Context: an optimization exercise on an open-source flow, tuned for small area. The choices shown serve that exercise and are no tape-out recipe.
In this exercise RTL edits were held to simulation tests only and were not proved equivalent to the original.
Power and IR drop assume default switching activity.

**design/flow/config.mk**
```make
export PLATFORM = sky130hd
export DESIGN_NAME = SAL_ARBITER_RR_64TO1
export DESIGN_NICKNAME = SAL_ARBITER_RR_64TO1
export VERILOG_FILES = /design/flow/design.v
export SDC_FILE = /design/flow/constraint.sdc
export NUM_CORES = 4
export LEC_CHECK = 0
export CAP_MARGIN = 20
export CORE_AREA = 10 10 260 260
export DIE_AREA = 0 0 270 270
export SLEW_MARGIN = 20
export SYNTH_HIERARCHICAL = 1
```
**design/flow/constraint.sdc**
```tcl
create_clock -name core_clock -period 5.5 [get_ports {clk}]
set_input_delay 1.1000 -clock core_clock [delete_from_list [all_inputs] [get_ports {clk}]]
set_output_delay 1.1000 -clock core_clock [all_outputs]
set_load 0.01 [all_outputs]
```
**design/flow/design.v**
```verilog
module SAL_RR_INV    (input wire a, output wire y); assign y = ~a; endmodule
module SAL_RR_NAND2  (input wire a, b, output wire y); assign y = ~(a & b); endmodule
module SAL_RR_NOR2   (input wire a, b, output wire y); assign y = ~(a | b); endmodule
module SAL_RR_NAND3  (input wire a, b, c, output wire y); assign y = ~(a & b & c); endmodule
module SAL_RR_AND2   (input wire a, b, output wire y); assign y = a & b; endmodule
module SAL_RR_AND3   (input wire a, b, c, output wire y); assign y = a & b & c; endmodule
module SAL_RR_NAND4  (input wire a, b, c, d, output wire y); assign y = ~(a & b & c & d); endmodule
module SAL_RR_NOR4   (input wire a, b, c, d, output wire y); assign y = ~(a | b | c | d); endmodule
module SAL_RR_OR4    (input wire a, b, c, d, output wire y); assign y = a | b | c | d; endmodule
module SAL_RR_O22AI  (input wire a1, a2, b1, b2, output wire y); assign y = ~((a1 | a2) & (b1 | b2)); endmodule
module SAL_RR_A222OI (input wire a1, a2, b1, b2, c1, c2, output wire y);
    assign y = ~((a1 & a2) | (b1 & b2) | (c1 & c2));
endmodule
module SAL_RR_A2111OI (input wire a1, a2, b1, c1, d1, output wire y);
    assign y = ~((a1 & a2) | b1 | c1 | d1);
endmodule
module SAL_RR_O2111AI (input wire a1, a2, b1, c1, d1, output wire y);
    assign y = ~((a1 | a2) & b1 & c1 & d1);
endmodule
module SAL_ARBITER_RR_4TO1
(
    input   wire    [3:0]               act_i
  , input   wire    [1:0]               b_i
  , input   wire    [1:0]               nb_i
  , output  wire    [3:0]               nblk_o
);
    wire    eq0, eq1, eq2, eq3, ne0, ne1, ne2, ne3;
    SAL_RR_NOR2  u_eq0 (.a(nb_i[1]), .b(b_i[0]),  .y(eq0));
    SAL_RR_NOR2  u_eq1 (.a(b_i[1]),  .b(b_i[0]),  .y(eq1));
    SAL_RR_NOR2  u_eq2 (.a(b_i[1]),  .b(nb_i[0]), .y(eq2));
    SAL_RR_NOR2  u_eq3 (.a(nb_i[1]), .b(nb_i[0]), .y(eq3));
    SAL_RR_NAND2 u_ne0 (.a(b_i[1]),  .b(nb_i[0]), .y(ne0));
    SAL_RR_NAND2 u_ne1 (.a(nb_i[1]), .b(nb_i[0]), .y(ne1));
    SAL_RR_NAND2 u_ne2 (.a(nb_i[1]), .b(b_i[0]),  .y(ne2));
    SAL_RR_NAND2 u_ne3 (.a(b_i[1]),  .b(b_i[0]),  .y(ne3));
    SAL_RR_A222OI u_blk0 (.a1(act_i[3]), .a2(ne3), .b1(act_i[2]), .b2(nb_i[0]), .c1(act_i[1]), .c2(eq0), .y(nblk_o[0]));
    SAL_RR_A222OI u_blk1 (.a1(act_i[0]), .a2(ne0), .b1(act_i[3]), .b2(nb_i[1]), .c1(act_i[2]), .c2(eq1), .y(nblk_o[1]));
    SAL_RR_A222OI u_blk2 (.a1(act_i[1]), .a2(ne1), .b1(act_i[0]), .b2(b_i[0]),  .c1(act_i[3]), .c2(eq2), .y(nblk_o[2]));
    SAL_RR_A222OI u_blk3 (.a1(act_i[2]), .a2(ne2), .b1(act_i[1]), .b2(b_i[1]),  .c1(act_i[0]), .c2(eq3), .y(nblk_o[3]));
endmodule
module SAL_ARBITER_RR_LEAF
(
    input   wire                        rst
  , input   wire    [3:0]               req_i
  , input   wire    [1:0]               nb_i
  , input   wire                        sel_i
  , input   wire                        upd_i
  , output  wire    [3:0]               sel_n_o
  , output  wire    [3:0]               gnt_o
  , output  wire    [1:0]               nb_o
  , output  wire                        act_o
  , output  wire                        ng_o
);
    wire    [1:0]   b;
    wire    [3:0]   nblk;
    wire            ng, n01, n23;
    SAL_RR_INV u_b1 (.a(nb_i[1]), .y(b[1]));
    SAL_RR_INV u_b0 (.a(nb_i[0]), .y(b[0]));
    SAL_ARBITER_RR_4TO1 u_blk (.act_i(req_i), .b_i(b), .nb_i(nb_i), .nblk_o(nblk));
    SAL_RR_NAND2 u_ng (.a(sel_i), .b(upd_i), .y(ng));
    assign ng_o = ng;
    genvar x;
    for (x = 0; x < 4; x = x + 1) begin : g_x
        SAL_RR_NAND3 u_sel (.a(req_i[x]), .b(sel_i), .c(nblk[x]), .y(sel_n_o[x]));
        SAL_RR_NOR2  u_gnt (.a(sel_n_o[x]), .b(ng), .y(gnt_o[x]));
    end
    SAL_RR_A2111OI u_nx1 (.a1(b[1]), .a2(ng), .b1(gnt_o[0]), .c1(gnt_o[3]), .d1(rst), .y(nb_o[1]));
    SAL_RR_A2111OI u_nx0 (.a1(b[0]), .a2(ng), .b1(gnt_o[2]), .c1(gnt_o[3]), .d1(rst), .y(nb_o[0]));
    SAL_RR_NOR2  u_n01 (.a(req_i[0]), .b(req_i[1]), .y(n01));
    SAL_RR_NOR2  u_n23 (.a(req_i[2]), .b(req_i[3]), .y(n23));
    SAL_RR_NAND2 u_act (.a(n01), .b(n23), .y(act_o));
endmodule
module SAL_ARBITER_RR_MID
(
    input   wire                        rst_n
  , input   wire    [3:0]               act_i
  , input   wire    [1:0]               b_i
  , input   wire                        sel_i
  , input   wire                        gnt_i
  , input   wire    [3:0]               ng_i
  , output  wire    [3:0]               sel_o
  , output  wire    [1:0]               b_o
  , output  wire                        act_o
  , output  wire                        upd_o
);
    wire    [1:0]   nb;
    wire    [3:0]   nblk;
    wire            n01, n23;
    SAL_RR_INV u_nb1 (.a(b_i[1]), .y(nb[1]));
    SAL_RR_INV u_nb0 (.a(b_i[0]), .y(nb[0]));
    SAL_ARBITER_RR_4TO1 u_blk (.act_i(act_i), .b_i(b_i), .nb_i(nb), .nblk_o(nblk));
    genvar x;
    for (x = 0; x < 4; x = x + 1) begin : g_x
        SAL_RR_AND2 u_sel (.a(act_i[x]), .b(nblk[x]), .y(sel_o[x]));
    end
    SAL_RR_AND2 u_upd (.a(sel_i), .b(gnt_i), .y(upd_o));
    SAL_RR_O2111AI u_nx1 (.a1(nb[1]), .a2(upd_o), .b1(rst_n), .c1(ng_i[0]), .d1(ng_i[3]), .y(b_o[1]));
    SAL_RR_O2111AI u_nx0 (.a1(nb[0]), .a2(upd_o), .b1(rst_n), .c1(ng_i[2]), .d1(ng_i[3]), .y(b_o[0]));
    SAL_RR_NOR2  u_n01 (.a(act_i[0]), .b(act_i[1]), .y(n01));
    SAL_RR_NOR2  u_n23 (.a(act_i[2]), .b(act_i[3]), .y(n23));
    SAL_RR_NAND2 u_act (.a(n01), .b(n23), .y(act_o));
endmodule
module SAL_ARBITER_RR_ROOT
(
    input   wire                        rst
  , input   wire    [3:0]               act_i
  , input   wire    [1:0]               nb_i
  , input   wire                        gnt_i
  , input   wire    [3:0]               upd_i
  , output  wire    [3:0]               sel_o
  , output  wire    [1:0]               nb_o
  , output  wire                        act_o
);
    wire    [1:0]   b;
    wire    [3:0]   nblk;
    wire            ng, n01, n23;
    SAL_RR_INV u_b1 (.a(nb_i[1]), .y(b[1]));
    SAL_RR_INV u_b0 (.a(nb_i[0]), .y(b[0]));
    SAL_ARBITER_RR_4TO1 u_blk (.act_i(act_i), .b_i(b), .nb_i(nb_i), .nblk_o(nblk));
    genvar x;
    for (x = 0; x < 4; x = x + 1) begin : g_x
        SAL_RR_AND2 u_sel (.a(act_i[x]), .b(nblk[x]), .y(sel_o[x]));
    end
    SAL_RR_NOR2  u_n01 (.a(act_i[0]), .b(act_i[1]), .y(n01));
    SAL_RR_NOR2  u_n23 (.a(act_i[2]), .b(act_i[3]), .y(n23));
    SAL_RR_NAND2 u_act (.a(n01), .b(n23), .y(act_o));
    SAL_RR_NAND2 u_ng (.a(act_o), .b(gnt_i), .y(ng));
    SAL_RR_A2111OI u_nx1 (.a1(b[1]), .a2(ng), .b1(upd_i[0]), .c1(upd_i[3]), .d1(rst), .y(nb_o[1]));
    SAL_RR_A2111OI u_nx0 (.a1(b[0]), .a2(ng), .b1(upd_i[2]), .c1(upd_i[3]), .d1(rst), .y(nb_o[0]));
endmodule
module SAL_ARBITER_RR_DMUX
(
    input   wire    [63:0]              d_i
  , input   wire    [63:0]              sel_n_i
  , input   wire    [3:0]               sel_i
  , output  wire                        d_o
);
    wire    [31:0]  u;
    wire    [7:0]   v;
    wire    [3:0]   w;
    genvar i;
    for (i = 0; i < 32; i = i + 1) begin : g_u
        SAL_RR_O22AI u_o (.a1(d_i[2*i]), .a2(sel_n_i[2*i]), .b1(d_i[2*i+1]), .b2(sel_n_i[2*i+1]), .y(u[i]));
    end
    for (i = 0; i < 8; i = i + 1) begin : g_v
        SAL_RR_NOR4 u_n (.a(u[4*i]), .b(u[4*i+1]), .c(u[4*i+2]), .d(u[4*i+3]), .y(v[i]));
    end
    for (i = 0; i < 4; i = i + 1) begin : g_w
        SAL_RR_NAND3 u_n (.a(sel_i[i]), .b(v[2*i]), .c(v[2*i+1]), .y(w[i]));
    end
    SAL_RR_NAND4 u_o (.a(w[0]), .b(w[1]), .c(w[2]), .d(w[3]), .y(d_o));
endmodule
module SAL_ARBITER_RR_64TO1
#(
    parameter   REQ_CNT                 = 64
  , parameter   REQ_CNT_LG2             = $clog2(REQ_CNT)
  , parameter   DATA_WIDTH              = 12
)
(
    input   wire                        clk
  , input   wire                        rst_n
  , input   wire    [REQ_CNT-1:0]       req_arr_i
  , input   wire    [REQ_CNT*DATA_WIDTH-1:0] data_arr_i   
  , output  wire    [REQ_CNT-1:0]       gnt_arr_o
  , output  logic                       req_o
  , output  logic   [DATA_WIDTH-1:0]    data_o
  , input   wire                        gnt_i
);
    logic   [31:0]      leaf_nb, leaf_nb_n;      
    logic   [7:0]       mid_b, mid_b_n;          
    logic   [1:0]       root_nb, root_nb_n;      
    wire                rst;
    wire    [15:0]      leaf_act;                
    wire    [3:0]       mid_act;                 
    wire    [3:0]       mid_sel;                 
    wire    [3:0]       mid_upd;                 
    wire    [15:0]      leaf_sel;                
    wire    [15:0]      leaf_ng;                 
    wire    [63:0]      sel_n;                   
    SAL_RR_INV u_rst (.a(rst_n), .y(rst));
    SAL_ARBITER_RR_ROOT u_root (
        .rst(rst), .act_i(mid_act), .nb_i(root_nb), .gnt_i(gnt_i), .upd_i(mid_upd)
      , .sel_o(mid_sel), .nb_o(root_nb_n), .act_o(req_o)
    );
    genvar j, l, b, k;
    generate
        for (j = 0; j < 4; j = j + 1) begin : g_mid
            SAL_ARBITER_RR_MID u_mid (
                .rst_n(rst_n), .act_i(leaf_act[4*j +: 4]), .b_i(mid_b[2*j +: 2])
              , .sel_i(mid_sel[j]), .gnt_i(gnt_i), .ng_i(leaf_ng[4*j +: 4])
              , .sel_o(leaf_sel[4*j +: 4]), .b_o(mid_b_n[2*j +: 2]), .act_o(mid_act[j])
              , .upd_o(mid_upd[j])
            );
        end
        for (l = 0; l < 16; l = l + 1) begin : g_leaf
            SAL_ARBITER_RR_LEAF u_leaf (
                .rst(rst), .req_i(req_arr_i[4*l +: 4]), .nb_i(leaf_nb[2*l +: 2])
              , .sel_i(leaf_sel[l]), .upd_i(mid_upd[l/4])
              , .sel_n_o(sel_n[4*l +: 4]), .gnt_o(gnt_arr_o[4*l +: 4])
              , .nb_o(leaf_nb_n[2*l +: 2]), .act_o(leaf_act[l]), .ng_o(leaf_ng[l])
            );
        end
        for (b = 0; b < DATA_WIDTH; b = b + 1) begin : g_data
            wire [63:0] d;
            for (k = 0; k < 64; k = k + 1) begin : g_k
                assign d[k] = data_arr_i[k*DATA_WIDTH + b];
            end
            SAL_ARBITER_RR_DMUX u_dmux (.d_i(d), .sel_n_i(sel_n), .sel_i(mid_sel), .d_o(data_o[b]));
        end
    endgenerate
    always_ff @(posedge clk) begin
        leaf_nb <= leaf_nb_n;
        mid_b   <= mid_b_n;
        root_nb <= root_nb_n;
    end
endmodule
```
**design/flow/flow/run.sh**
```bash
#!/bin/bash
# The standard layout, with two changes:
#  - every combinational cell of the synthesized netlist starts at the
#    smallest-area variant of its type (downsize.tcl); timing repair in the
#    placement sizes up the ones the timing needs;
#  - every port is buffered by the smallest buffer cell (buf_1) instead of the
#    cell buffer_ports picks by default.
set -euo pipefail
export BUFFER_PORTS_ARGS="-buffer_cell sky130_fd_sc_hd__buf_1"
R=orfs/results/$FLOW_PLATFORM/SAL_ARBITER_RR_64TO1/base
bash standard.sh synth > synth.log 2>&1
ODB_IN=$R/1_synth.odb ODB_OUT=$R/1_synth.odb DONT_USE_CELLS="" \
  openroad -no_init -exit flow/downsize.tcl > downsize.log 2>&1
bash standard.sh > layout.log 2>&1
```
**design/flow/flow/downsize.tcl**
```tcl
# Give every combinational cell of the synthesized netlist the smallest-area
# variant of its cell type (for example nor4_2 -> nor4_1); the placement's
# timing repair sizes up the ones the timing needs. Flip-flops are left as
# synthesis made them.
read_db $::env(ODB_IN)
set db [ord::get_db]
set smallest [dict create]
foreach lib [$db getLibs] {
  foreach m [$lib getMasters] {
    set n [$m getName]
    if {![regexp {^(sky130_fd_sc_hd__[a-z0-9]+)_([0-9]+)$} $n -> base drive]} { continue }
    set area [expr {[$m getWidth] * [$m getHeight]}]
    # the smallest area; among equal areas the strongest drive
    if {![dict exists $smallest $base] || $area < [lindex [dict get $smallest $base] 1]
        || ($area == [lindex [dict get $smallest $base] 1] && $drive > [lindex [dict get $smallest $base] 2])} {
      dict set smallest $base [list $m $area $drive]
    }
  }
}
set dont_use {}
foreach c $::env(DONT_USE_CELLS) { lappend dont_use $c }
set n 0
set swaps [dict create]
foreach inst [[[$db getChip] getBlock] getInsts] {
  set m [$inst getMaster]
  set name [$m getName]
  if {![regexp {^(sky130_fd_sc_hd__[a-z0-9]+)_([0-9]+)$} $name -> base drive]} { continue }
  if {[regexp {__(df|ed|sd|dl|clk|conb|tap|fill|decap|diode)} $name]} { continue }
  if {![dict exists $smallest $base]} { continue }
  set sm [lindex [dict get $smallest $base] 0]
  if {[$sm getName] eq $name || [lsearch -exact $dont_use [$sm getName]] >= 0} { continue }
  if {[$inst swapMaster $sm]} { incr n; dict incr swaps "$name -> [$sm getName]" }
}
puts "resized $n cells"
dict for {k v} $swaps { puts "  $v x $k" }
write_db $::env(ODB_OUT)
```
**design/flow/standard.sh**
```bash
#!/bin/bash
# synth_recipe.tcl (not shown) runs the flow's synth.tcl, then flattens the netlist and writes it again
# the make line also repeats each setting of config.mk as NAME=value (left out here)
make -C /OpenROAD-flow-scripts/flow DESIGN_CONFIG=/design/flow/config.mk WORK_HOME=/design/flow/orfs CLKGATE_MAP_FILE= SYNTH_SCRIPT=/design/flow/synth_recipe.tcl "${@:-finish}"
```
==> results of run 1 <==
per-stage QoR:
stage	cell area, µm²	setup WS [ns]	std cells	total power [W]	hold slack, ns
2_1_floorplan	7171	1.567	1151	0.0005705	0.5638
3_3_place_gp	12560	0.2390	3011	0.001070	0.6019
3_5_place_dp	12560	0.2797	3011	0.001067	0.5975
4_1_cts	12730	0.2732	3018	0.001463	0.6051
5_1_grt	12760	0.1010	3033	0.001532	0.6496
6_report	12770	0.2103	3035	0.001463	0.6131
worst paths after layout:
kind | to | cells past startpoint
min reg2reg | root_nb[1]$_DFF_P_ | 2
max reg2reg | leaf_nb[14]$_DFF_P_ | 8
max | data_o[7] | 11
min | root_nb[1]$_DFF_P_ | 2
state kept, by name, summed over array words and instances, names as in the netlist:
name and cells:
leaf_nb 32, mid_b 8, root_nb 2
critical path, stage by stage:
cell      delay (ns)
buf_1           0.27
nor2_1          0.10
nand2_1         0.17
a222oi_1        0.11
and2_1          0.20
nand3_1         0.53
o22ai_1         0.19
nor4_1          0.71
nand3_1         0.35
nand4_1         0.19
buf_1           0.25
layout make-up:
type / instances / area share, %
diodes: 17 / 0.3331
repair buffers: 1023 / 33.99
clock inverters: 1 / 0.2352
clock buffers: 6 / 1.088
multi-input cells: 1066 / 48.31
inverters: 43 / 1.264
flip-flops and latches: 42 / 6.584
well taps: 837 / 8.201
metal layers:
| metal | GRT usage (%) | routed length (µm) | up-vias |
|---|---|---|---|
| li1 | - | - | 7102 |
| met1 | 25.42 | 32610 | 7592 |
| met2 | 40.28 | 44840 | 1506 |
| met3 | 6.275 | 9959 | 219 |
| met4 | 13.02 | 5156 | 4 |
| met5 | 0 | 24 | - |
power by group through the flow:
stage	registers (W)	logic [W]	clock network, W
2_1_floorplan	0.000327	0.000244	0
3_3_place_gp	0.000329	0.000741	0
3_5_place_dp	0.000329	0.000737	0
4_1_cts	0.000322	0.000740	0.000401
5_1_grt	0.000324	0.000800	0.000408
6_report	0.000323	0.000755	0.000386
==> flow_metrics.env, run 1 <==
export IMPL_count_of_endpoints_failing_hold_in_the_final_timing_report=0
export IMPL_fin_util_pct=20.65
export IMPL_synth_cells=1151
export IMPL_initial_util_pct=11.60
export IMPL_cts_tree="done"
export IMPL_dp_final_hpwl_um=82420
export IMPL_tightestPinTransition_ns=0.8210
export IMPL_gpl_final_weighted_congestion=1.099
export IMPL_clock_sinks=42
export IMPL_fin_tns_setup_ns=0
export IMPL_synth_avg_cell_area_um2=6.230
export IMPL_net_switching_power_figure_w=0.0006300
export IMPL_crit_path_start="req_arr_i[61]"
export IMPL_route_detailed_drc=0
export IMPL_final_layout_size_suffix_gt1_share_pct=7.795
export IMPL_cts_inserted_buffers=5
export IMPL_worst_ep_arrival_time_ns=4.19
export IMPL_area_growth_syn_to_fin_pct=78.08
export IMPL_grt_setup_unrepaired="false"
export IMPL_pwr_density_cell_mw_per_mm2=114.6
export IMPL_synth_nets=1986
export IMPL_post_cts_repair_setup_buffers=0
export IMPL_criticalPathCategory="input pin to output pin"
export IMPL_fillers=7262
export IMPL_drt_total_wl_um=92590
export IMPL_report_final_setup_viol=0
export IMPL_die_width_um=270
export IMPL_synth_cell_area_mm2=0.007171
export IMPL_via_count=16420
export IMPL_grt_max_degree=35
export IMPL_layout_nets=3016
export IMPL_grt_ovfl_total=0
export IMPL_grt_use_total_pct=23.28
export IMPL_leakage_nw=3.745
export IMPL_die_ar_mm2=0.07290
export IMPL_first_global_vias=16060
export IMPL_critPathLaunchType="input pin"
export IMPL_power_share_switching_pct=43.05
export IMPL_routed_wire_length_per_instance_um=30.51
export IMPL_std_cell_rows=91
export IMPL_io_buffers=911
export IMPL_layout_common_cells="buf_1 (903), o22ai_1 (384), nor2_1 (190)"
export IMPL_regToRegSetupSlack_ns=2.87
export IMPL_seqCellArea_um2=840.8
export IMPL_clock_insertion_delay_worst_skew_ns=0.32
export IMPL_setup_worst_path_end_class="output pin"
export IMPL_clock_skew_final_ns=0.006631
export IMPL_vdd_drop_max_v=0.00009407
export IMPL_multiInputGateArea_mm2=0.006168
export IMPL_fp_dieH_um=270
export IMPL_cap_violations=0
export IMPL_crit_required_ns=4.40
export IMPL_cts_resized=0
export IMPL_cts_root_buf="clkbuf_16"
export IMPL_io_pins=912
export IMPL_hp_class="flop to flop"
export IMPL_p_comb_share_pct=51.6
export IMPL_initialDrtViolationCount=2294
export IMPL_critPathMaxFanout=13
export IMPL_clock_path_buffers=2
export IMPL_share_clk_of_total_power_pct=26.4
export IMPL_fmax_mhz=189.0
export IMPL_hold_path_startpoint="root_nb[1]$_DFF_P_"
export IMPL_number_of_antenna_violations_at_the_first_check_in_global_routing=21
export IMPL_hold_buffers=0
export IMPL_timing_final_crit_period_ns=5.290
export IMPL_sequentialPowerShare_pct=22.1
export IMPL_timing_final_max_slew_violations=0
export IMPL_rr_startpoint="mid_b[3]$_DFF_P_"
export IMPL_finalCritPeriodShare_pct=96.18
export IMPL_design_core_area_mm2=0.06183
export IMPL_outcome="timing/DRC/antenna clean"
export IMPL_antenna_left=0
export IMPL_drt_pass1_iter_count=8
export IMPL_drt_vias_per_instance=5.411
export IMPL_slew_headroom_pct=45.27
export IMPL_synth_warnings=7
export IMPL_grt_first_pass_wirelength_um=123100
export IMPL_layout_cells_most_common="buf_1"
export IMPL_p_int_w=0.0008334
export IMPL_clock_tree_htree_level_count=2
export IMPL_cts_clk_slew_worst_paths_ns=0.07
==> run 2, diff against run 1 <==
==> design/flow/flow/run.sh (replaced) <==
#!/bin/bash
# The standard layout, with three changes:
#  - every combinational cell of the synthesized netlist starts at the
#    smallest-area variant of its type (downsize.tcl); timing repair in the
#    placement sizes up the ones the timing needs;
#  - every port is buffered by the smallest buffer cell (buf_1) instead of the
#    cell buffer_ports picks by default;
#  - the ports are placed by requester, in order around the die (pins.tcl).
set -euo pipefail
export BUFFER_PORTS_ARGS="-buffer_cell sky130_fd_sc_hd__buf_1"
export PRE_IO_PLACEMENT_TCL="$PWD/flow/pins.tcl"
R=orfs/results/$FLOW_PLATFORM/SAL_ARBITER_RR_64TO1/base
bash standard.sh synth > synth.log 2>&1
ODB_IN=$R/1_synth.odb ODB_OUT=$R/1_synth.odb DONT_USE_CELLS="" \
  openroad -no_init -exit flow/downsize.tcl > downsize.log 2>&1
bash standard.sh > layout.log 2>&1
==> design/flow/flow/pins.tcl (new file) <==
# Pin placement constraints, read before place_pins (PRE_IO_PLACEMENT_TCL).
# Each requester's ports (its request, its 12 data bits and its grant) stay
# together and in order, and the requesters go around the die's edge in
# order: 0-19 on the bottom edge, 20-31 on the right, 32-51 on the top and
# 52-63 on the left. A leaf's and a middle node's requesters are then
# neighbours, and so is the logic that serves them.
set die [[ord::get_db_block] getDieArea]
set W [expr {[$die xMax] / 1000.0}]
set H [expr {[$die yMax] / 1000.0}]
set m 3.0
proc req_pins {k} {
  set names [list "req_arr_i\[$k\]"]
  for {set b 0} {$b < 12} {incr b} { lappend names "data_arr_i\[[expr {12*$k + $b}]\]" }
  lappend names "gnt_arr_o\[$k\]"
  return $names
}
# edge, first requester, number of requesters, edge length; the bottom and
# right edges run in increasing coordinates, the top and left in decreasing,
# so the order is continuous around the die.
foreach {edge first count len} [list bottom 0 20 $W right 20 12 $H top 32 20 $W left 52 12 $H] {
  set step [expr {($len - 2*$m) / $count}]
  for {set i 0} {$i < $count} {incr i} {
    set k [expr {$first + $i}]
    if {$edge eq "bottom" || $edge eq "right"} {
      set lo [expr {$m + $i*$step}]
    } else {
      set lo [expr {$len - $m - ($i+1)*$step}]
    }
    set hi [expr {$lo + $step}]
    set_io_pin_constraint -pin_names [req_pins $k] -region $edge:[format %.2f $lo]-[format %.2f $hi]
    set_io_pin_constraint -pin_names [req_pins $k] -group -order
  }
}
--- a/design/flow/config.mk
+++ b/design/flow/config.mk
@@ -7,6 +7,8 @@
 export LEC_CHECK = 0
 export CAP_MARGIN = 20
 export CORE_AREA = 10 10 260 260
+export CTS_BUF_LIST = sky130_fd_sc_hd__clkbuf_8
 export DIE_AREA = 0 0 270 270
+export GPL_TIMING_DRIVEN = 0
 export SLEW_MARGIN = 20
 export SYNTH_HIERARCHICAL = 1
==> run 2 against run 1 <==
  * Critical path type unchanged
  * Synthesized cell count unchanged
  * Critical path depth unchanged
  * Combinational power down 2%
  * Final area decreased by 7.1%
  * Still clean
  * Total power decreased by 10%
  * Via count decreased by 10%
  * Clock skew up 0.018 ns
  * Flip-flop and latch count is the same
  * Non-clock buffer count shrank 112
  * Register-to-register slack got worse by 0.12 ns
  * Final cell count fell by 4.2%
  * Global-route usage is 5.6 points lower
==> flow_metrics.env, run 2 <==
export IMPL_outcome="timing/DRC/antenna clean"
export IMPL_initialDrtViolationCount=2320
export IMPL_dp_final_hpwl_um=61690
export IMPL_grt_use_total_pct=17.67
export IMPL_dp_cells=2899
export IMPL_cts_inserted_buffers=5
export IMPL_slew_headroom_pct=29.96
export IMPL_drt_pass1_iter_count=8
export IMPL_leakage_nw=3.211
export IMPL_layout_cells_most_common="buf_1"
export IMPL_post_place_ws_ns=-0.06053
export IMPL_count_of_endpoints_failing_hold_in_the_final_timing_report=0
export IMPL_synth_avg_cell_area_um2=6.230
export IMPL_number_of_antenna_violations_at_the_first_check_in_global_routing=1
export IMPL_clock_insertion_delay_worst_skew_ns=0.37
export IMPL_post_layout_nonfiller_instances=2909
export IMPL_std_cell_rows=91
export IMPL_timing_final_max_slew_violations=0
export IMPL_cts_tree="done"
export IMPL_final_layout_size_suffix_gt1_share_pct=3.575
export IMPL_regToRegSetupSlack_ns=2.75
export IMPL_cts_root_buf="clkbuf_8"
export IMPL_crit_required_ns=4.40
export IMPL_grt_ovfl_total=0
export IMPL_io_pins=912
export IMPL_finalCritPeriodShare_pct=98.94
export IMPL_grt_first_pass_wirelength_um=96470
export IMPL_hp_class="flop to flop"
export IMPL_largest_registers="leaf_nb x32, mid_b x8, root_nb x2"
export IMPL_via_count=14770
export IMPL_gpl_final_weighted_congestion=0.9775
export IMPL_synth_nets=1986
export IMPL_critPathLaunchType="input pin"
export IMPL_design_core_area_mm2=0.06183
export IMPL_io_buffers=911
export IMPL_largest_register_ffs=32
export IMPL_clock_path_buffers=2
export IMPL_hold_buffers=0
export IMPL_layout_nets=2904
export IMPL_routed_wire_length_per_instance_um=24.34
export IMPL_fmax_mhz=183.8
export IMPL_criticalPathCategory="input pin to output pin"
export IMPL_cts_clk_slew_worst_paths_ns=0.09
export IMPL_timing_final_crit_period_ns=5.442
export IMPL_antenna_left=0
export IMPL_cap_violations=0
export IMPL_route_detailed_drc=0
export IMPL_drt_total_wl_um=70800
export IMPL_synth_warnings=7
export IMPL_ff2ff_path_depth=7
export IMPL_report_final_setup_viol=0
export IMPL_area_growth_syn_to_fin_pct=65.42
export IMPL_die_ar_mm2=0.07290
export IMPL_grt_max_degree=35
export IMPL_synth_cells=1151
export IMPL_layout_common_cells="buf_1 (910), o22ai_1 (384), nor2_1 (190)"
export IMPL_fp_dieH_um=270
export IMPL_hold_path_startpoint="leaf_nb[5]$_DFF_P_"
export IMPL_die_width_um=270
export IMPL_clock_sinks=42
export IMPL_timing_hold_worst_endpoint="leaf_nb[5]$_DFF_P_"
export IMPL_worst_ep_arrival_time_ns=4.34
export IMPL_vdd_drop_max_v=0.00007762
export IMPL_clock_skew_final_ns=0.02503
export IMPL_timing_hold_worst_path_depth=2
export IMPL_critPathMaxFanout=13
export IMPL_first_global_vias=14160
export IMPL_initial_util_pct=11.60
export IMPL_worst_slack_setup_final_ns=0.05827
export IMPL_setup_worst_path_end_class="output pin"
export IMPL_reg2reg_to="leaf_nb[30]$_DFF_P_"
export IMPL_grt_setup_unrepaired="false"
export IMPL_synth_cell_area_mm2=0.007171
export IMPL_overall_power_of_the_completed_layout_w=0.001315
export IMPL_largest_register="leaf_nb"
export IMPL_rr_startpoint="root_nb[0]$_DFF_P_"
export IMPL_fin_util_pct=19.19
export IMPL_hold_worst_slack_ns=0.6165
export IMPL_clock_tree_htree_level_count=2
export IMPL_drt_vias_per_instance=5.076
export IMPL_pwr_density_cell_mw_per_mm2=110.9
export IMPL_tightestPinTransition_ns=1.041
export IMPL_post_cts_repair_setup_buffers=0
[run 2: worst max path at each step]
stage / start / to / slack (ns) / depth (start not counted)
2_1_floorplan: req_arr_i[37] / gnt_arr_o[63] / 1.57 / 9
3_3_place_gp: req_arr_i[29] / data_o[0] / -0.03 / 11
3_5_place_dp: req_arr_i[29] / data_o[0] / -0.06 / 11
4_1_cts: req_arr_i[29] / data_o[7] / 0.006 / 11
5_1_grt: req_arr_i[19] / gnt_arr_o[63] / 0.001 / 11
6_report: req_arr_i[61] / data_o[10] / 0.06 / 11
[run 2: cell type report]
cell class              count  area (µm²)
multi-input cells        1066        6295
flip-flops and latches     42       840.8
repair buffers            911        3421
clock inverters             2       8.758
clock buffers               6       82.58
diodes                      2       5.005
inverters                  43       161.4
fillers                  7310       49960
well taps                 837        1047
[run 2: critical path: stages]
cell,delay (ns)
buf_1,0.20
nor2_1,0.08
nand2_1,0.22
a222oi_1,0.15
and2_1,0.22
nand3_1,0.37
o22ai_1,0.17
nor4_1,0.85
nand3_1,0.39
nand4_1,0.30
buf_1,0.28
[run 2: power by group]
part           leakage (nW)  total, W  internal, W  switching (W)
combinational          2.82  0.000742     0.000277       0.000464
clock                0.0524  0.000251     0.000100       0.000151
sequential            0.340  0.000322     0.000311      0.0000111
[run 2: per-stage QoR]
step                 TNS, ns  instance area, µm²
floorplan                  0                7171
global placement    -0.03433               11640
detailed placement  -0.06404               11640
CTS                        0               11740
global route               0               11860
finish                     0               11860
[run 2: what timing repair did]
item | CTS | global route
endpoints found under the setup margin | 1 | 35
cloned | 0 | 0
pin swaps | 0 | 1
resized for setup | 1 | 23
[run 2: per-layer routing]
metal | up-vias | share of wire, % | GRT usage (%)
li1 | 6853 | - | -
met1 | 6671 | 36 | 19.93
met2 | 1123 | 47 | 29.52
met3 | 120 | 11 | 5.258
met4 | 0 | 5.4 | 9.595
met5 | - | 0 | 0
==> run 3, diff against run 2 <==
--- a/design/flow/design.v
+++ b/design/flow/design.v
@@ -14,6 +14,8 @@
 module SAL_RR_A2111OI (input wire a1, a2, b1, c1, d1, output wire y);
     assign y = ~((a1 & a2) | b1 | c1 | d1);
 endmodule
+module SAL_RR_A211O  (input wire a1, a2, b1, c1, output wire y); assign y = (a1 & a2) | b1 | c1; endmodule
+module SAL_RR_A22OI  (input wire a1, a2, b1, b2, output wire y); assign y = ~((a1 & a2) | (b1 & b2)); endmodule
 module SAL_RR_O2111AI (input wire a1, a2, b1, c1, d1, output wire y);
     assign y = ~((a1 | a2) & b1 & c1 & d1);
 endmodule
@@ -56,12 +58,15 @@
     wire            ng, n01, n23;
     SAL_RR_INV u_b1 (.a(nb_i[1]), .y(b[1]));
     SAL_RR_INV u_b0 (.a(nb_i[0]), .y(b[0]));
-    SAL_ARBITER_RR_4TO1 u_blk (.act_i(req_i), .b_i(b), .nb_i(nb_i), .nblk_o(nblk));
-    SAL_RR_NAND2 u_ng (.a(sel_i), .b(upd_i), .y(ng));
+    wire    [3:0]   L = {b[1], b[0], nb_i[1], nb_i[0]};
+    wire    [3:0]   t;
+    SAL_RR_NAND3 u_ng (.a(act_o), .b(sel_i), .c(upd_i), .y(ng));
     assign ng_o = ng;
     genvar x;
     for (x = 0; x < 4; x = x + 1) begin : g_x
-        SAL_RR_NAND3 u_sel (.a(req_i[x]), .b(sel_i), .c(nblk[x]), .y(sel_n_o[x]));
+        SAL_RR_A211O u_t    (.a1(req_i[(x+1)%4]), .a2(L[(x+3)%4]), .b1(req_i[(x+3)%4]), .c1(req_i[(x+2)%4]), .y(t[x]));
+        SAL_RR_A22OI u_nblk (.a1(L[x]), .a2(t[x]), .b1(req_i[(x+3)%4]), .b2(L[(x+1)%4]), .y(nblk[x]));
+        SAL_RR_NAND3 u_sel  (.a(req_i[x]), .b(sel_i), .c(nblk[x]), .y(sel_n_o[x]));
         SAL_RR_NOR2  u_gnt (.a(sel_n_o[x]), .b(ng), .y(gnt_o[x]));
     end
     SAL_RR_A2111OI u_nx1 (.a1(b[1]), .a2(ng), .b1(gnt_o[0]), .c1(gnt_o[3]), .d1(rst), .y(nb_o[1]));
@@ -89,10 +94,7 @@
     SAL_RR_INV u_nb1 (.a(b_i[1]), .y(nb[1]));
     SAL_RR_INV u_nb0 (.a(b_i[0]), .y(nb[0]));
     SAL_ARBITER_RR_4TO1 u_blk (.act_i(act_i), .b_i(b_i), .nb_i(nb), .nblk_o(nblk));
-    genvar x;
-    for (x = 0; x < 4; x = x + 1) begin : g_x
-        SAL_RR_AND2 u_sel (.a(act_i[x]), .b(nblk[x]), .y(sel_o[x]));
-    end
+    assign sel_o = nblk;
     SAL_RR_AND2 u_upd (.a(sel_i), .b(gnt_i), .y(upd_o));
     SAL_RR_O2111AI u_nx1 (.a1(nb[1]), .a2(upd_o), .b1(rst_n), .c1(ng_i[0]), .d1(ng_i[3]), .y(b_o[1]));
     SAL_RR_O2111AI u_nx0 (.a1(nb[0]), .a2(upd_o), .b1(rst_n), .c1(ng_i[2]), .d1(ng_i[3]), .y(b_o[0]));
--- a/design/flow/config.mk
+++ b/design/flow/config.mk
@@ -10,5 +10,6 @@
 export CTS_BUF_LIST = sky130_fd_sc_hd__clkbuf_8
 export DIE_AREA = 0 0 270 270
 export GPL_TIMING_DRIVEN = 0
+export SETUP_SLACK_MARGIN = 0.15
 export SLEW_MARGIN = 20
 export SYNTH_HIERARCHICAL = 1
==> run 3 against run 2 <==
  * Still clean on timing, DRC and antenna
  * First-iteration DRC count shrank 27%
  * Register-to-register slack lost 0.03 ns
  * Utilization grew 0.19 points
  * Clock power shrank 4%
  * Synthesized area shrank 2.2%
  * Setup slack gained 0.16 ns
  * Hold slack lost 0.056 ns
  * Critical path type unchanged
  * Critical endpoint is now gnt_arr_o[59]
  * Highest routed layer unchanged
==> flow_metrics.env, run 3 <==
export IMPL_dp_final_hpwl_um=61410
export IMPL_area_growth_syn_to_fin_pct=70.91
export IMPL_criticalPathCategory="input pin to output pin"
export IMPL_std_cell_rows=91
export IMPL_crit_required_ns=4.40
export IMPL_synth_warnings=7
export IMPL_finalCritPeriodShare_pct=96.06
export IMPL_synth_cells=1071
export IMPL_io_buffers=911
export IMPL_fmax_mhz=189.3
export IMPL_die_ar_mm2=0.07290
export IMPL_worst_ep_arrival_time_ns=4.18
export IMPL_layout_nets=2842
export IMPL_critPathMaxFanout=13
export IMPL_drt_total_wl_um=70320
export IMPL_first_global_vias=13990
export IMPL_worstPathCellList="buf_1 > nor2_1 > nand2_1 > nor2_1 > nand2_1 > a222oi_1 > and2_4 > and2_2 > nand3_1 > nor2_2 > buf_1"
export IMPL_standard_cell_with_the_maximum_stage_delay_on_the_critical_path="a222oi_1"
export IMPL_multiInputGateArea_mm2=0.006297
export IMPL_drt_pass1_iter_count=9
export IMPL_timing_final_crit_period_ns=5.283
export IMPL_gpl_final_weighted_congestion=0.9982
export IMPL_fin_tns_setup_ns=0
export IMPL_pwr_density_cell_mw_per_mm2=110.7
export IMPL_slowest_delay_ns=0.73
export IMPL_initial_util_pct=11.34
export IMPL_die_width_um=270
export IMPL_cts_root_buf="clkbuf_8"
export IMPL_cap_violations=0
export IMPL_final_layout_size_suffix_gt1_share_pct=6.228
export IMPL_report_final_setup_viol=0
export IMPL_outcome="timing/DRC/antenna clean"
export IMPL_route_detailed_drc=0
export IMPL_count_of_endpoints_failing_hold_in_the_final_timing_report=0
export IMPL_rr_startpoint="root_nb[0]$_DFF_P_"
export IMPL_setup_worst_path_end_class="output pin"
export IMPL_cts_inserted_buffers=5
export IMPL_grt_use_total_pct=17.50
export IMPL_number_of_antenna_violations_at_the_first_check_in_global_routing=2
export IMPL_post_place_ws_ns=-0.1701
export IMPL_slew_headroom_pct=26.95
export IMPL_design_core_area_mm2=0.06183
export IMPL_hp_class="flop to flop"
export IMPL_drt_vias_per_instance=5.025
export IMPL_clock_sinks=42
export IMPL_clock_tree_htree_level_count=2
export IMPL_antenna_left=0
export IMPL_fp_dieH_um=270
export IMPL_cts_tree="done"
export IMPL_largest_registers="leaf_nb x32, mid_b x8, root_nb x2"
export IMPL_overall_power_of_the_completed_layout_w=0.001326
export IMPL_fillers=7310
export IMPL_clock_path_buffers=2
export IMPL_layout_cells_most_common="buf_1"
export IMPL_worst_slack_setup_final_ns=0.2165
export IMPL_initialDrtViolationCount=1689
export IMPL_critPathLaunchType="input pin"
export IMPL_clock_insertion_delay_worst_skew_ns=0.37
export IMPL_vdd_drop_max_v=0.00007963
export IMPL_routed_wire_length_per_instance_um=24.72
export IMPL_via_count=14300
export IMPL_synth_cell_area_mm2=0.007010
export IMPL_largest_register_ffs=32
export IMPL_grt_ovfl_total=0
export IMPL_timing_final_max_slew_violations=0
export IMPL_hold_buffers=0
export IMPL_hold_path_startpoint="leaf_nb[1]$_DFF_P_"
export IMPL_grt_max_degree=35
export IMPL_clock_skew_final_ns=0.02021
export IMPL_fin_util_pct=19.38
export IMPL_layout_common_cells="buf_1 (910), o22ai_1 (384), nor2_1 (123)"
export IMPL_synth_avg_cell_area_um2=6.546
export IMPL_crit_path_start="req_arr_i[35]"
export IMPL_tightestPinTransition_ns=1.094
export IMPL_grt_setup_unrepaired="true"
export IMPL_synth_nets=1906
export IMPL_largest_register="leaf_nb"
export IMPL_cts_clk_slew_worst_paths_ns=0.10
export IMPL_io_pins=912
export IMPL_leakage_nw=3.276
export IMPL_hold_worst_slack_ns=0.5608
export IMPL_seqCellArea_um2=840.8
export IMPL_grt_first_pass_wirelength_um=95340
-- run 3: worst max-delay path: cells and delay by family --
family                 cells  cell delay (ns)
buffers and inverters      2             0.37
and+or+nand+nor            8             1.97
AOI/OAI and AO/OA          1             0.73
-- run 3: path summary, 6_finish.rpt --
path,depth (start not counted),slack (ns),to
worst min-delay path,2,0.56,leaf_nb[1]$_DFF_P_
worst max register to register,7,2.72,leaf_nb[29]$_DFF_P_
worst min register to register,2,0.56,leaf_nb[1]$_DFF_P_
worst max-delay path,11,0.22,gnt_arr_o[59]
-- run 3: area by class of cell --
class	count	area share [%]
Sequential cell	42	7.018
Clock inverter	2	0.06266
Multi-Input combinational cell	986	52.56
Antenna cell	1	0.02089
Timing Repair Buffer	929	29.68
Inverter	43	1.347
Clock buffer	5	0.5744
Tap cell	837	8.741
-- run 3: what timing repair did --
action | in CTS | in global routing
pin swaps | 7 | 10
buffers inserted | 6 | 12
gates resized for setup | 19 | 41
endpoints found under the setup margin | 49 | 48
-- run 3: stage by stage --
stage               cells  area, µm²
detailed placement   2819      11480
global route         2845      11980
CTS                  2832      11680
finish               2845      11980
global placement     2819      11480
floorplan            1071       7010
-- run 3: power by group --
group,switching (W),internal (W)
combinational,0.000469,0.000296
sequential,0.00000991,0.000311
clock,0.000156,0.0000848
total,0.000635,0.000691
-- run 3: routing by layer --
| layer | up-vias | share of wire (%) | global-route usage [%] |
|---|---|---|---|
| li1 | 6679 | - | - |
| met1 | 6478 | 37 | 20.21 |
| met2 | 1026 | 47 | 29.05 |
| met3 | 112 | 9.9 | 4.558 |
| met4 | 0 | 5.2 | 9.728 |
| met5 | - | 0 | 0 |
==> run 4, diff against run 3 <==
--- a/design/flow/flow/run.sh
+++ b/design/flow/flow/run.sh
@@ -5,10 +5,12 @@
 #    placement sizes up the ones the timing needs;
 #  - every port is buffered by the smallest buffer cell (buf_1) instead of the
 #    cell buffer_ports picks by default;
-#  - the ports are placed by requester, in order around the die (pins.tcl).
+#  - the ports are placed by requester, in order around the die (pins.tcl),
+#    one routing track apart, so that the die can be small.
 set -euo pipefail
 export BUFFER_PORTS_ARGS="-buffer_cell sky130_fd_sc_hd__buf_1"
 export PRE_IO_PLACEMENT_TCL="$PWD/flow/pins.tcl"
+export PLACE_PINS_ARGS="-min_distance 1 -min_distance_in_tracks"
 R=orfs/results/$FLOW_PLATFORM/SAL_ARBITER_RR_64TO1/base
 bash standard.sh synth > synth.log 2>&1
 ODB_IN=$R/1_synth.odb ODB_OUT=$R/1_synth.odb DONT_USE_CELLS="" \
--- a/design/flow/flow/pins.tcl
+++ b/design/flow/flow/pins.tcl
@@ -7,7 +7,7 @@
 set die [[ord::get_db_block] getDieArea]
 set W [expr {[$die xMax] / 1000.0}]
 set H [expr {[$die yMax] / 1000.0}]
-set m 3.0
+set m 2.0
 proc req_pins {k} {
   set names [list "req_arr_i\[$k\]"]
   for {set b 0} {$b < 12} {incr b} { lappend names "data_arr_i\[[expr {12*$k + $b}]\]" }
--- a/design/flow/config.mk
+++ b/design/flow/config.mk
@@ -6,10 +6,9 @@
 export NUM_CORES = 4
 export LEC_CHECK = 0
 export CAP_MARGIN = 20
-export CORE_AREA = 10 10 260 260
+export CORE_AREA = 10 10 170 170
 export CTS_BUF_LIST = sky130_fd_sc_hd__clkbuf_8
-export DIE_AREA = 0 0 270 270
+export DIE_AREA = 0 0 180 180
 export GPL_TIMING_DRIVEN = 0
-export SETUP_SLACK_MARGIN = 0.15
 export SLEW_MARGIN = 20
 export SYNTH_HIERARCHICAL = 1
==> run 4 against run 3 <==
  * Still clean on timing, DRC and antenna
  * Critical path depth decreased by 1
  * Final cell count down 18%
  * Final area decreased by 8.4%
  * Global-route usage grew 20 points
  * Clock power is 3% higher
  * Synthesized area unchanged
  * Total power decreased by 7.6%
  * Non-clock buffer count fell by 18
  * Hold slack improved by 0.0072 ns
  * Combinational power decreased by 14%
  * Routed wire length decreased by 5.7%
==> flow_metrics.env, run 4 <==
export IMPL_outcome="timing/DRC/antenna clean"
export IMPL_cts_inserted_buffers=5
export IMPL_cts_resized=0
export IMPL_hold_path_startpoint="leaf_nb[22]$_DFF_P_"
export IMPL_timing_final_crit_period_ns=5.073
export IMPL_clock_path_buffers=2
export IMPL_post_cts_repair_setup_buffers=0
export IMPL_largest_register_ffs=32
export IMPL_grt_first_pass_wirelength_um=94160
export IMPL_final_layout_size_suffix_gt1_share_pct=2.513
export IMPL_drt_vias_per_instance=6.324
export IMPL_antenna_left=0
export IMPL_crit_required_ns=4.40
export IMPL_via_count=14720
export IMPL_synth_warnings=7
export IMPL_io_pins=912
export IMPL_gpl_final_weighted_congestion=1.084
export IMPL_rr_startpoint="root_nb[1]$_DFF_P_"
export IMPL_io_buffers=911
export IMPL_critPathMaxFanout=13
export IMPL_cts_tree="done"
export IMPL_largest_registers="leaf_nb x32, mid_b x8, root_nb x2"
export IMPL_timing_hold_worst_endpoint="leaf_nb[22]$_DFF_P_"
export IMPL_drt_pass1_iter_count=8
export IMPL_routed_wire_length_per_instance_um=28.49
export IMPL_synth_avg_cell_area_um2=6.546
export IMPL_fmax_mhz=197.1
export IMPL_timing_final_max_slew_violations=0
export IMPL_grt_ovfl_total=0
export IMPL_criticalPathCategory="input pin to output pin"
export IMPL_synth_cell_area_mm2=0.007010
export IMPL_timing_hold_worst_path_depth=2
export IMPL_pwr_density_cell_mw_per_mm2=111.7
export IMPL_ff2ff_path_depth=7
export IMPL_reg2reg_to="leaf_nb[6]$_DFF_P_"
export IMPL_fp_dieH_um=180
export IMPL_final_area_mm2=0.01097
export IMPL_post_place_ws_ns=0.5155
export IMPL_area_growth_syn_to_fin_pct=56.52
export IMPL_clock_insertion_delay_worst_skew_ns=0.30
export IMPL_layout_nets=2824
export IMPL_report_final_setup_viol=0
export IMPL_die_width_um=180
export IMPL_worst_ep_arrival_time_ns=3.97
export IMPL_tightestPinTransition_ns=0.7934
export IMPL_vdd_drop_max_v=0.00007585
export IMPL_grt_met1_usage_pct=39.00
export IMPL_design_core_area_mm2=0.02518
export IMPL_dpl_cell_area_mm2=0.01084
export IMPL_route_detailed_drc=0
export IMPL_largest_register="leaf_nb"
export IMPL_std_cell_rows=58
export IMPL_grt_use_met2_pct=63.39
export IMPL_grt_use_total_pct=37.07
export IMPL_met3_usage_pct=13.19
export IMPL_number_of_antenna_violations_at_the_first_check_in_global_routing=8
export IMPL_count_of_endpoints_failing_hold_in_the_final_timing_report=0
export IMPL_initial_util_pct=27.84
export IMPL_setup_worst_path_end_class="output pin"
export IMPL_most_used_routing_layer="met2"
export IMPL_drt_total_wl_um=66330
export IMPL_cts_clk_slew_worst_paths_ns=0.09
export IMPL_dp_final_hpwl_um=59020
export IMPL_worst_slack_setup_final_ns=0.4270
export IMPL_synth_nets=1906
export IMPL_first_global_vias=14290
export IMPL_grt_setup_unrepaired="false"
export IMPL_initialDrtViolationCount=1655
export IMPL_clock_skew_final_ns=0.006091
export IMPL_clock_tree_htree_level_count=2
export IMPL_slew_headroom_pct=47.11
export IMPL_grt_max_degree=35
export IMPL_cts_root_buf="clkbuf_8"
export IMPL_clock_sinks=42
export IMPL_fin_tns_setup_ns=0
export IMPL_die_ar_mm2=0.03240
export IMPL_hp_class="flop to flop"
export IMPL_layout_common_cells="buf_1 (911), o22ai_1 (384), nand3_1 (128)"
export IMPL_finalCritPeriodShare_pct=92.24
export IMPL_hold_buffers=0
export IMPL_cap_violations=0
export IMPL_critPathLaunchType="input pin"
export IMPL_leakage_nw=3.130
export IMPL_layout_cells_most_common="buf_1"
export IMPL_synth_cells=1071
export IMPL_regToRegSetupSlack_ns=2.80
==> run 4: final cells by class <==
type,count,area [µm²]
Sequential cell,42,840.8
Tap cell,330,412.9
Inverter,43,161.4
Fill cell,2882,14210
Timing Repair Buffer,911,3420
Clock buffer,5,68.82
Multi-Input combinational cell,986,6008
Clock inverter,3,41.29
Antenna cell,8,20.02
==> run 4: worst max path at each step <==
stage | from | cells past startpoint | to
floorplan | req_arr_i[37] | 9 | gnt_arr_o[63]
global placement | req_arr_i[45] | 10 | data_o[2]
detailed placement | req_arr_i[23] | 11 | gnt_arr_o[35]
CTS | req_arr_i[23] | 11 | gnt_arr_o[35]
global route | req_arr_i[29] | 11 | gnt_arr_o[35]
finish | req_arr_i[47] | 10 | data_o[2]
==> run 4: metrics by stage <==
stage | hold WS (ns) | power, W | util, % | instances
floorplan | 0.5209 | 0.0005696 | - | 1071
global placement | 0.5396 | 0.0009527 | 43.06 | 2312
detailed placement | 0.5520 | 0.0009610 | 43.06 | 2312
CTS | 0.5642 | 0.001211 | 43.50 | 2320
global route | 0.5941 | 0.001294 | 43.57 | 2327
finish | 0.5680 | 0.001226 | 43.58 | 2328
==> run 4: where the power goes <==
group / total [W] / leakage, nW / internal [W] / switching (W)
clock network: 0.000248 / 0.0556 / 0.000134 / 0.000114
logic: 0.000657 / 2.73 / 0.000268 / 0.000389
registers: 0.000321 / 0.340 / 0.000311 / 0.0000100
==> run 4: worst max-delay path, cell delays in order <==
cell and delay, ns:
buf_1 0.15, nor2_1 0.13, nand2_1 0.13, a222oi_1 0.76, nand3_1 0.59, o22ai_1 0.43, nor4_1 0.16, nand3_1 0.18
nand4_1 0.13, buf_1 0.20
==> run 4: per-layer routing <==
metal / up-vias / share of wire (%)
met5: - / 0
met4: 0 / 6.0
met2: 1117 / 48
met1: 6738 / 34
li1: 6630 / -
met3: 237 / 12
==> run 5, diff against run 4 <==
==> design/flow/flow/run.sh (replaced) <==
#!/bin/bash
# The standard layout, with four changes:
#  - every combinational cell of the synthesized netlist starts at the
#    smallest-area variant of its type (downsize.tcl); timing repair in the
#    placement sizes up the ones the timing needs;
#  - every port is buffered by the smallest buffer cell (buf_1) instead of the
#    cell buffer_ports picks by default;
#  - the ports are placed by requester, in order around the die (pins.tcl),
#    one routing track apart, so that the die can be small;
#  - the clock tree gets no dummy loads.
set -euo pipefail
export BUFFER_PORTS_ARGS="-buffer_cell sky130_fd_sc_hd__buf_1"
export PRE_IO_PLACEMENT_TCL="$PWD/flow/pins.tcl"
export PLACE_PINS_ARGS="-min_distance 1 -min_distance_in_tracks"
export CTS_ARGS="-sink_clustering_enable -repair_clock_nets -buf_list sky130_fd_sc_hd__clkbuf_8 -dont_use_dummy_load"
R=orfs/results/$FLOW_PLATFORM/SAL_ARBITER_RR_64TO1/base
bash standard.sh synth > synth.log 2>&1
ODB_IN=$R/1_synth.odb ODB_OUT=$R/1_synth.odb DONT_USE_CELLS="" \
  openroad -no_init -exit flow/downsize.tcl > downsize.log 2>&1
bash standard.sh > layout.log 2>&1
--- a/design/flow/config.mk
+++ b/design/flow/config.mk
@@ -7,7 +7,6 @@
 export LEC_CHECK = 0
 export CAP_MARGIN = 20
 export CORE_AREA = 10 10 170 170
-export CTS_BUF_LIST = sky130_fd_sc_hd__clkbuf_8
 export DIE_AREA = 0 0 180 180
 export GPL_TIMING_DRIVEN = 0
 export SLEW_MARGIN = 20
==> run 5 against run 4 <==
  * Critical path depth stayed put
  * Routed wire length hardly changed
  * Hold slack hardly changed
  * Largest cell class unchanged
  * Clock power is 26% lower
  * Still clean on timing, DRC and antenna
  * Highest routed layer is now met5
  * First-iteration DRC count is 4.0% higher
  * Total power is 5.2% lower
  * Global-route usage hardly changed
  * Register-to-register slack better by 0.03 ns
==> flow_metrics.env, run 5 <==
export IMPL_fin_tns_setup_ns=0
export IMPL_layout_cells_most_common="buf_1"
export IMPL_clock_sinks=42
export IMPL_finalCritPeriodShare_pct=93.12
export IMPL_largest_register_ffs=32
export IMPL_via_count=14710
export IMPL_power_share_switching_pct=43.08
export IMPL_worst_slack_setup_final_ns=0.3786
export IMPL_setup_worst_path_end_class="output pin"
export IMPL_grt_ovfl_total=0
export IMPL_gpl_final_weighted_congestion=1.084
export IMPL_area_growth_syn_to_fin_pct=55.90
export IMPL_cts_root_buf="clkbuf_8"
export IMPL_grt_first_pass_wirelength_um=94210
export IMPL_slew_headroom_pct=45.41
export IMPL_synth_cells=1071
export IMPL_route_detailed_drc=0
export IMPL_sequentialPowerShare_pct=27.6
export IMPL_overall_power_of_the_completed_layout_w=0.001162
export IMPL_synth_nets=1906
export IMPL_p_int_w=0.0006614
export IMPL_post_cts_repair_setup_buffers=0
export IMPL_grt_setup_unrepaired="false"
export IMPL_synth_cell_area_mm2=0.007010
export IMPL_worst_ep_arrival_time_ns=4.02
export IMPL_first_global_vias=14280
export IMPL_largest_register="leaf_nb"
export IMPL_critPathLaunchType="input pin"
export IMPL_report_final_setup_viol=0
export IMPL_critPathMaxFanout=13
export IMPL_std_cell_rows=58
export IMPL_timing_final_crit_period_ns=5.121
export IMPL_dp_final_hpwl_um=59020
export IMPL_tightestPinTransition_ns=0.8189
export IMPL_fmax_mhz=195.3
export IMPL_grt_max_degree=35
export IMPL_routed_wire_length_per_instance_um=28.52
export IMPL_clock_tree_htree_level_count=2
export IMPL_fp_dieH_um=180
export IMPL_fillers=2883
export IMPL_hold_buffers=0
export IMPL_cts_clk_slew_worst_paths_ns=0.09
export IMPL_initialDrtViolationCount=1721
export IMPL_criticalPathCategory="input pin to output pin"
export IMPL_io_buffers=911
export IMPL_final_layout_size_suffix_gt1_share_pct=2.416
export IMPL_pwr_density_cell_mw_per_mm2=106.3
export IMPL_count_of_endpoints_failing_hold_in_the_final_timing_report=0
export IMPL_antenna_left=0
export IMPL_drt_total_wl_um=66270
export IMPL_clock_path_buffers=2
export IMPL_cap_violations=0
export IMPL_leakage_nw=3.110
export IMPL_largest_registers="leaf_nb x32, mid_b x8, root_nb x2"
export IMPL_cts_inserted_buffers=5
export IMPL_initial_util_pct=27.84
export IMPL_grt_use_total_pct=37.09
export IMPL_die_ar_mm2=0.03240
export IMPL_cts_tree="done"
export IMPL_design_core_area_mm2=0.02518
export IMPL_vdd_drop_max_v=0.00007136
export IMPL_multiInputGateArea_mm2=0.006008
export IMPL_crit_required_ns=4.40
export IMPL_io_pins=912
export IMPL_die_width_um=180
export IMPL_outcome="timing/DRC/antenna clean"
export IMPL_drt_vias_per_instance=6.328
export IMPL_layout_nets=2824
export IMPL_p_comb_share_pct=56.6
export IMPL_net_switching_power_figure_w=0.0005006
export IMPL_share_clk_of_total_power_pct=15.7
export IMPL_timing_final_max_slew_violations=0
export IMPL_number_of_antenna_violations_at_the_first_check_in_global_routing=8
export IMPL_clock_insertion_delay_worst_skew_ns=0.30
export IMPL_cts_resized=0
export IMPL_synth_avg_cell_area_um2=6.546
export IMPL_post_place_ws_ns=0.5155
export IMPL_synth_warnings=7
export IMPL_hp_class="flop to flop"
export IMPL_clock_skew_final_ns=0.01810
export IMPL_layout_common_cells="buf_1 (911), o22ai_1 (384), nand3_1 (128)"
export IMPL_drt_pass1_iter_count=7
export IMPL_seqCellArea_um2=840.8
==> run 5: path summary, 6_finish.rpt <==
path / start / end / slack [ns] / cells after the start
setup / recovery: req_arr_i[47] / data_o[7] / 0.38 / 10
hold / removal: leaf_nb[20]$_DFF_P_ / leaf_nb[20]$_DFF_P_ / 0.57 / 2
setup reg to reg: root_nb[1]$_DFF_P_ / leaf_nb[6]$_DFF_P_ / 2.83 / 7
hold reg to reg: leaf_nb[20]$_DFF_P_ / leaf_nb[20]$_DFF_P_ / 0.57 / 2
==> run 5: power by group through the flow <==
stage	sequential [W]	clock [W]	combinational (W)
2_1_floorplan	0.000326	0	0.000244
3_3_place_gp	0.000327	0	0.000625
3_5_place_dp	0.000328	0	0.000633
4_1_cts	0.000321	0.000190	0.000637
5_1_grt	0.000322	0.000201	0.000707
6_report	0.000321	0.000183	0.000658
==> run 5: final cells by class <==
class	count	area share (%)
Inverter	43	1.477
Multi-Input combinational cell	986	54.97
Sequential cell	42	7.693
Clock buffer	5	0.6297
Antenna cell	7	0.1603
Tap cell	330	3.778
Timing Repair Buffer	911	31.29
==> run 5: worst max-delay path, cell delays in order <==
cell and delay, ns:
buf_1 0.15, nor2_1 0.13, nand2_1 0.14, a222oi_1 0.78, nand3_1 0.60, o22ai_1 0.48, nor4_1 0.14, nand3_1 0.16
nand4_1 0.12, buf_1 0.21
==> run 5: stage by stage <==
| step | hold slack, ns | util, % | cells | instance area [µm²] |
|---|---|---|---|---|
| final | 0.5678 | 43.40 | 2324 | 10930 |
| after global routing | 0.5923 | 43.40 | 2324 | 10930 |
| after CTS | 0.5626 | 43.33 | 2317 | 10910 |
| after detailed placement | 0.5520 | 43.06 | 2312 | 10840 |
| after global placement | 0.5396 | 43.06 | 2312 | 10840 |
| after floorplan | 0.5209 | - | 1071 | 7010 |
==> run 5: per-layer routing <==
layer / wire length (µm) / share of wire (%) / track usage (%)
met1: 22960 / 35 / 39.09
met4: 3981 / 6.0 / 20.24
met5: 13 / 0.020 / 0
met3: 7599 / 11 / 13.17
met2: 31710 / 48 / 63.47
==> run 6, diff against run 5 <==
--- a/design/flow/design.v
+++ b/design/flow/design.v
@@ -90,17 +90,20 @@
 );
     wire    [1:0]   nb;
     wire    [3:0]   nblk;
-    wire            n01, n23;
     SAL_RR_INV u_nb1 (.a(b_i[1]), .y(nb[1]));
     SAL_RR_INV u_nb0 (.a(b_i[0]), .y(nb[0]));
-    SAL_ARBITER_RR_4TO1 u_blk (.act_i(act_i), .b_i(b_i), .nb_i(nb), .nblk_o(nblk));
+    wire    [3:0]   L = {b_i[1], b_i[0], nb[1], nb[0]};
+    wire    [3:0]   t;
+    genvar x;
+    for (x = 0; x < 4; x = x + 1) begin : g_x
+        SAL_RR_A211O u_t    (.a1(act_i[(x+1)%4]), .a2(L[(x+3)%4]), .b1(act_i[(x+3)%4]), .c1(act_i[(x+2)%4]), .y(t[x]));
+        SAL_RR_A22OI u_nblk (.a1(L[x]), .a2(t[x]), .b1(act_i[(x+3)%4]), .b2(L[(x+1)%4]), .y(nblk[x]));
+    end
     assign sel_o = nblk;
     SAL_RR_AND2 u_upd (.a(sel_i), .b(gnt_i), .y(upd_o));
     SAL_RR_O2111AI u_nx1 (.a1(nb[1]), .a2(upd_o), .b1(rst_n), .c1(ng_i[0]), .d1(ng_i[3]), .y(b_o[1]));
     SAL_RR_O2111AI u_nx0 (.a1(nb[0]), .a2(upd_o), .b1(rst_n), .c1(ng_i[2]), .d1(ng_i[3]), .y(b_o[0]));
-    SAL_RR_NOR2  u_n01 (.a(act_i[0]), .b(act_i[1]), .y(n01));
-    SAL_RR_NOR2  u_n23 (.a(act_i[2]), .b(act_i[3]), .y(n23));
-    SAL_RR_NAND2 u_act (.a(n01), .b(n23), .y(act_o));
+    SAL_RR_OR4 u_act (.a(act_i[0]), .b(act_i[1]), .c(act_i[2]), .d(act_i[3]), .y(act_o));
 endmodule
 module SAL_ARBITER_RR_ROOT
 (
@@ -115,7 +118,7 @@
 );
     wire    [1:0]   b;
     wire    [3:0]   nblk;
-    wire            ng, n01, n23;
+    wire            ng;
     SAL_RR_INV u_b1 (.a(nb_i[1]), .y(b[1]));
     SAL_RR_INV u_b0 (.a(nb_i[0]), .y(b[0]));
     SAL_ARBITER_RR_4TO1 u_blk (.act_i(act_i), .b_i(b), .nb_i(nb_i), .nblk_o(nblk));
@@ -123,9 +126,7 @@
     for (x = 0; x < 4; x = x + 1) begin : g_x
         SAL_RR_AND2 u_sel (.a(act_i[x]), .b(nblk[x]), .y(sel_o[x]));
     end
-    SAL_RR_NOR2  u_n01 (.a(act_i[0]), .b(act_i[1]), .y(n01));
-    SAL_RR_NOR2  u_n23 (.a(act_i[2]), .b(act_i[3]), .y(n23));
-    SAL_RR_NAND2 u_act (.a(n01), .b(n23), .y(act_o));
+    SAL_RR_OR4 u_act (.a(act_i[0]), .b(act_i[1]), .c(act_i[2]), .d(act_i[3]), .y(act_o));
     SAL_RR_NAND2 u_ng (.a(act_o), .b(gnt_i), .y(ng));
     SAL_RR_A2111OI u_nx1 (.a1(b[1]), .a2(ng), .b1(upd_i[0]), .c1(upd_i[3]), .d1(rst), .y(nb_o[1]));
     SAL_RR_A2111OI u_nx0 (.a1(b[0]), .a2(ng), .b1(upd_i[2]), .c1(upd_i[3]), .d1(rst), .y(nb_o[0]));
==> run 6 against run 5 <==
  * Critical endpoint is now gnt_arr_o[63]
  * Non-clock buffer count did not move
  * Still clean on timing, DRC and antenna
  * Synthesized area decreased by 0.55%
  * Count of clock-buffer cells in the layout unchanged
  * Utilization is 0.11 points lower
  * Flip-flop and latch count unchanged
==> flow_metrics.env, run 6 <==
export IMPL_share_clk_of_total_power_pct=16.4
export IMPL_antenna_left=0
export IMPL_via_count=14430
export IMPL_first_global_vias=14090
export IMPL_clock_path_buffers=2
export IMPL_largest_register="leaf_nb"
export IMPL_leakage_nw=3.083
export IMPL_fmax_mhz=188.6
export IMPL_cts_tree="done"
export IMPL_overall_power_of_the_completed_layout_w=0.001169
export IMPL_timing_final_crit_period_ns=5.301
export IMPL_rr_startpoint="root_nb[0]$_DFF_P_"
export IMPL_dp_cells=2286
export IMPL_crit_path_start="req_arr_i[39]"
export IMPL_design_core_area_mm2=0.02518
export IMPL_critical_path_buf_inv_count=2
export IMPL_vdd_drop_max_v=0.00008748
export IMPL_largest_registers="leaf_nb x32, mid_b x8, root_nb x2"
export IMPL_worstPathCellList="buf_1 > nor2_1 > nand2_1 > or4_1 > a222oi_1 > and2_2 > and2_1 > nand3_1 > nor2_1 > buf_1"
export IMPL_fin_tns_setup_ns=0
export IMPL_largest_register_ffs=32
export IMPL_report_final_setup_viol=0
export IMPL_fp_dieH_um=180
export IMPL_grt_setup_unrepaired="false"
export IMPL_setup_worst_path_end_class="output pin"
export IMPL_area_growth_syn_to_fin_pct=56.35
export IMPL_power_share_switching_pct=43.31
export IMPL_synth_cell_area_mm2=0.006972
export IMPL_final_layout_size_suffix_gt1_share_pct=2.652
export IMPL_endpoint_of_the_most_critical_setup_path="gnt_arr_o[63]"
export IMPL_drt_vias_per_instance=6.273
export IMPL_tightestPinTransition_ns=0.7976
export IMPL_layout_nets=2798
export IMPL_cts_root_buf="clkbuf_8"
export IMPL_layout_cells_most_common="buf_1"
export IMPL_drt_total_wl_um=64330
export IMPL_worst_ep_arrival_time_ns=4.20
export IMPL_io_pins=912
export IMPL_grt_ovfl_total=0
export IMPL_criticalPathCategory="input pin to output pin"
export IMPL_regToRegSetupSlack_ns=2.97
export IMPL_standard_cell_with_the_maximum_stage_delay_on_the_critical_path="or4_1"
export IMPL_post_layout_nonfiller_instances=2300
export IMPL_slowest_delay_ns=0.64
export IMPL_pwr_density_cell_mw_per_mm2=107.2
export IMPL_drt_pass1_iter_count=50
export IMPL_finalCritPeriodShare_pct=96.38
export IMPL_initialDrtViolationCount=1794
export IMPL_hp_class="flop to flop"
export IMPL_net_switching_power_figure_w=0.0005063
export IMPL_grt_met1_usage_pct=37.43
export IMPL_crit_required_ns=4.40
export IMPL_cts_clk_slew_worst_paths_ns=0.06
export IMPL_grt_use_met2_pct=60.70
export IMPL_routed_wire_length_per_instance_um=27.97
export IMPL_clock_sinks=42
export IMPL_count_of_endpoints_failing_hold_in_the_final_timing_report=0
export IMPL_die_ar_mm2=0.03240
export IMPL_outcome="timing/DRC/antenna clean"
export IMPL_slew_headroom_pct=46.33
export IMPL_total_stage_count_of_the_critical_path=10
export IMPL_most_used_routing_layer="met2"
export IMPL_synth_nets=1880
export IMPL_route_detailed_drc=0
export IMPL_clock_skew_final_ns=0.02058
export IMPL_p_int_w=0.0006627
export IMPL_timing_final_max_slew_violations=0
export IMPL_cap_violations=0
export IMPL_synth_avg_cell_area_um2=6.671
export IMPL_synth_cells=1045
export IMPL_critPathMaxFanout=13
## run 6: worst reg2reg max path: stages, from the launching register on
cell	delay, ns
dfxtp_1	0.37
inv_2	0.12
nand2_1	0.06
a222oi_1	0.28
and2_2	0.37
and2_1	0.33
nand3_1	0.33
a2111oi_0	0.55
## run 6: how the worst min path moves through the flow
stage	slack, ns	end	startpoint	depth (start not counted)
floorplan	0.52	leaf_nb[0]$_DFF_P_	leaf_nb[0]$_DFF_P_	2
global placement	0.54	leaf_nb[25]$_DFF_P_	leaf_nb[25]$_DFF_P_	2
detailed placement	0.55	leaf_nb[31]$_DFF_P_	leaf_nb[31]$_DFF_P_	2
CTS	0.56	leaf_nb[31]$_DFF_P_	leaf_nb[31]$_DFF_P_	2
global route	0.58	leaf_nb[29]$_DFF_P_	leaf_nb[29]$_DFF_P_	2
finish	0.56	leaf_nb[31]$_DFF_P_	leaf_nb[31]$_DFF_P_	2
## run 6: final cells by class
cell class                 instances  area (µm²)
antenna                            9       22.52
fill                            2878       14280
inverter                          43       161.4
tap                              330       412.9
multi-input combinational        960        5974
clock buffer                       5       68.82
timing repair buffer             911        3420
sequential                        42       840.8
## run 6: stage by stage
step | hold WS, ns | setup WS [ns] | utilization [%]
after floorplan | 0.5209 | 1.078 | -
after global placement | 0.5438 | 0.1778 | 42.90
after detailed placement | 0.5485 | 0.1260 | 42.90
after CTS | 0.5576 | 0.1105 | 43.18
after global routing | 0.5777 | 0.001683 | 43.25
final | 0.5600 | 0.1991 | 43.29
## run 6: routing by layer
metal / up-vias / share of wire (%) / routed length (µm)
met5: - / 0.016 / 10
met4: 2 / 5.9 / 3766
met3: 244 / 12 / 7536
met2: 1142 / 48 / 30910
met1: 6481 / 34 / 22100
li1: 6560 / - / -
## run 6: timing repair
action | in CTS | in global routing
setup endpoints to repair | 0 | 19
hold buffers | 0 | 0
gates resized for setup | 0 | 4
## run 6: power by group through the flow
stage / registers (W) / clock network, W / logic (W)
final: 0.000321 / 0.000192 / 0.000656
after global routing: 0.000322 / 0.000207 / 0.000701
after CTS: 0.000320 / 0.000196 / 0.000634
after detailed placement: 0.000327 / 0 / 0.000630
after global placement: 0.000327 / 0 / 0.000621
after floorplan: 0.000326 / 0 / 0.000245

==> port drivers added, routing unchanged <==
The flow's constraints put no driver on any port. The routed layouts listed below were extracted and timed again, unchanged, in two steps. Step 1, drivers: a clkbuf_16 drives clk and a buf_2 each remaining input, both assumed. Step 2 times the ports against the registers' clock, not the clock port: input delays grow and output delays shrink by t, the midpoint of the rising clock arrivals with the driver on. Three values: ideal, step 1, step 2; two values: the first two.
| run | t (ns) | slack for setup (ns) |
|---|---|---|
| run 1 | 0.365 | 0.210 / 0.176 / 0.176 |
| run 2 | 0.407 | 0.058 / 0.011 / 0.011 |
| run 3 | 0.407 | 0.217 / 0.183 / 0.183 |
| run 4 | 0.339 | 0.427 / 0.364 / 0.364 |
| run 5 | 0.332 | 0.379 / 0.322 / 0.322 |
| run 6 | 0.334 | 0.199 / 0.141 / 0.141 |
After both steps setup and hold are still met in every run listed.
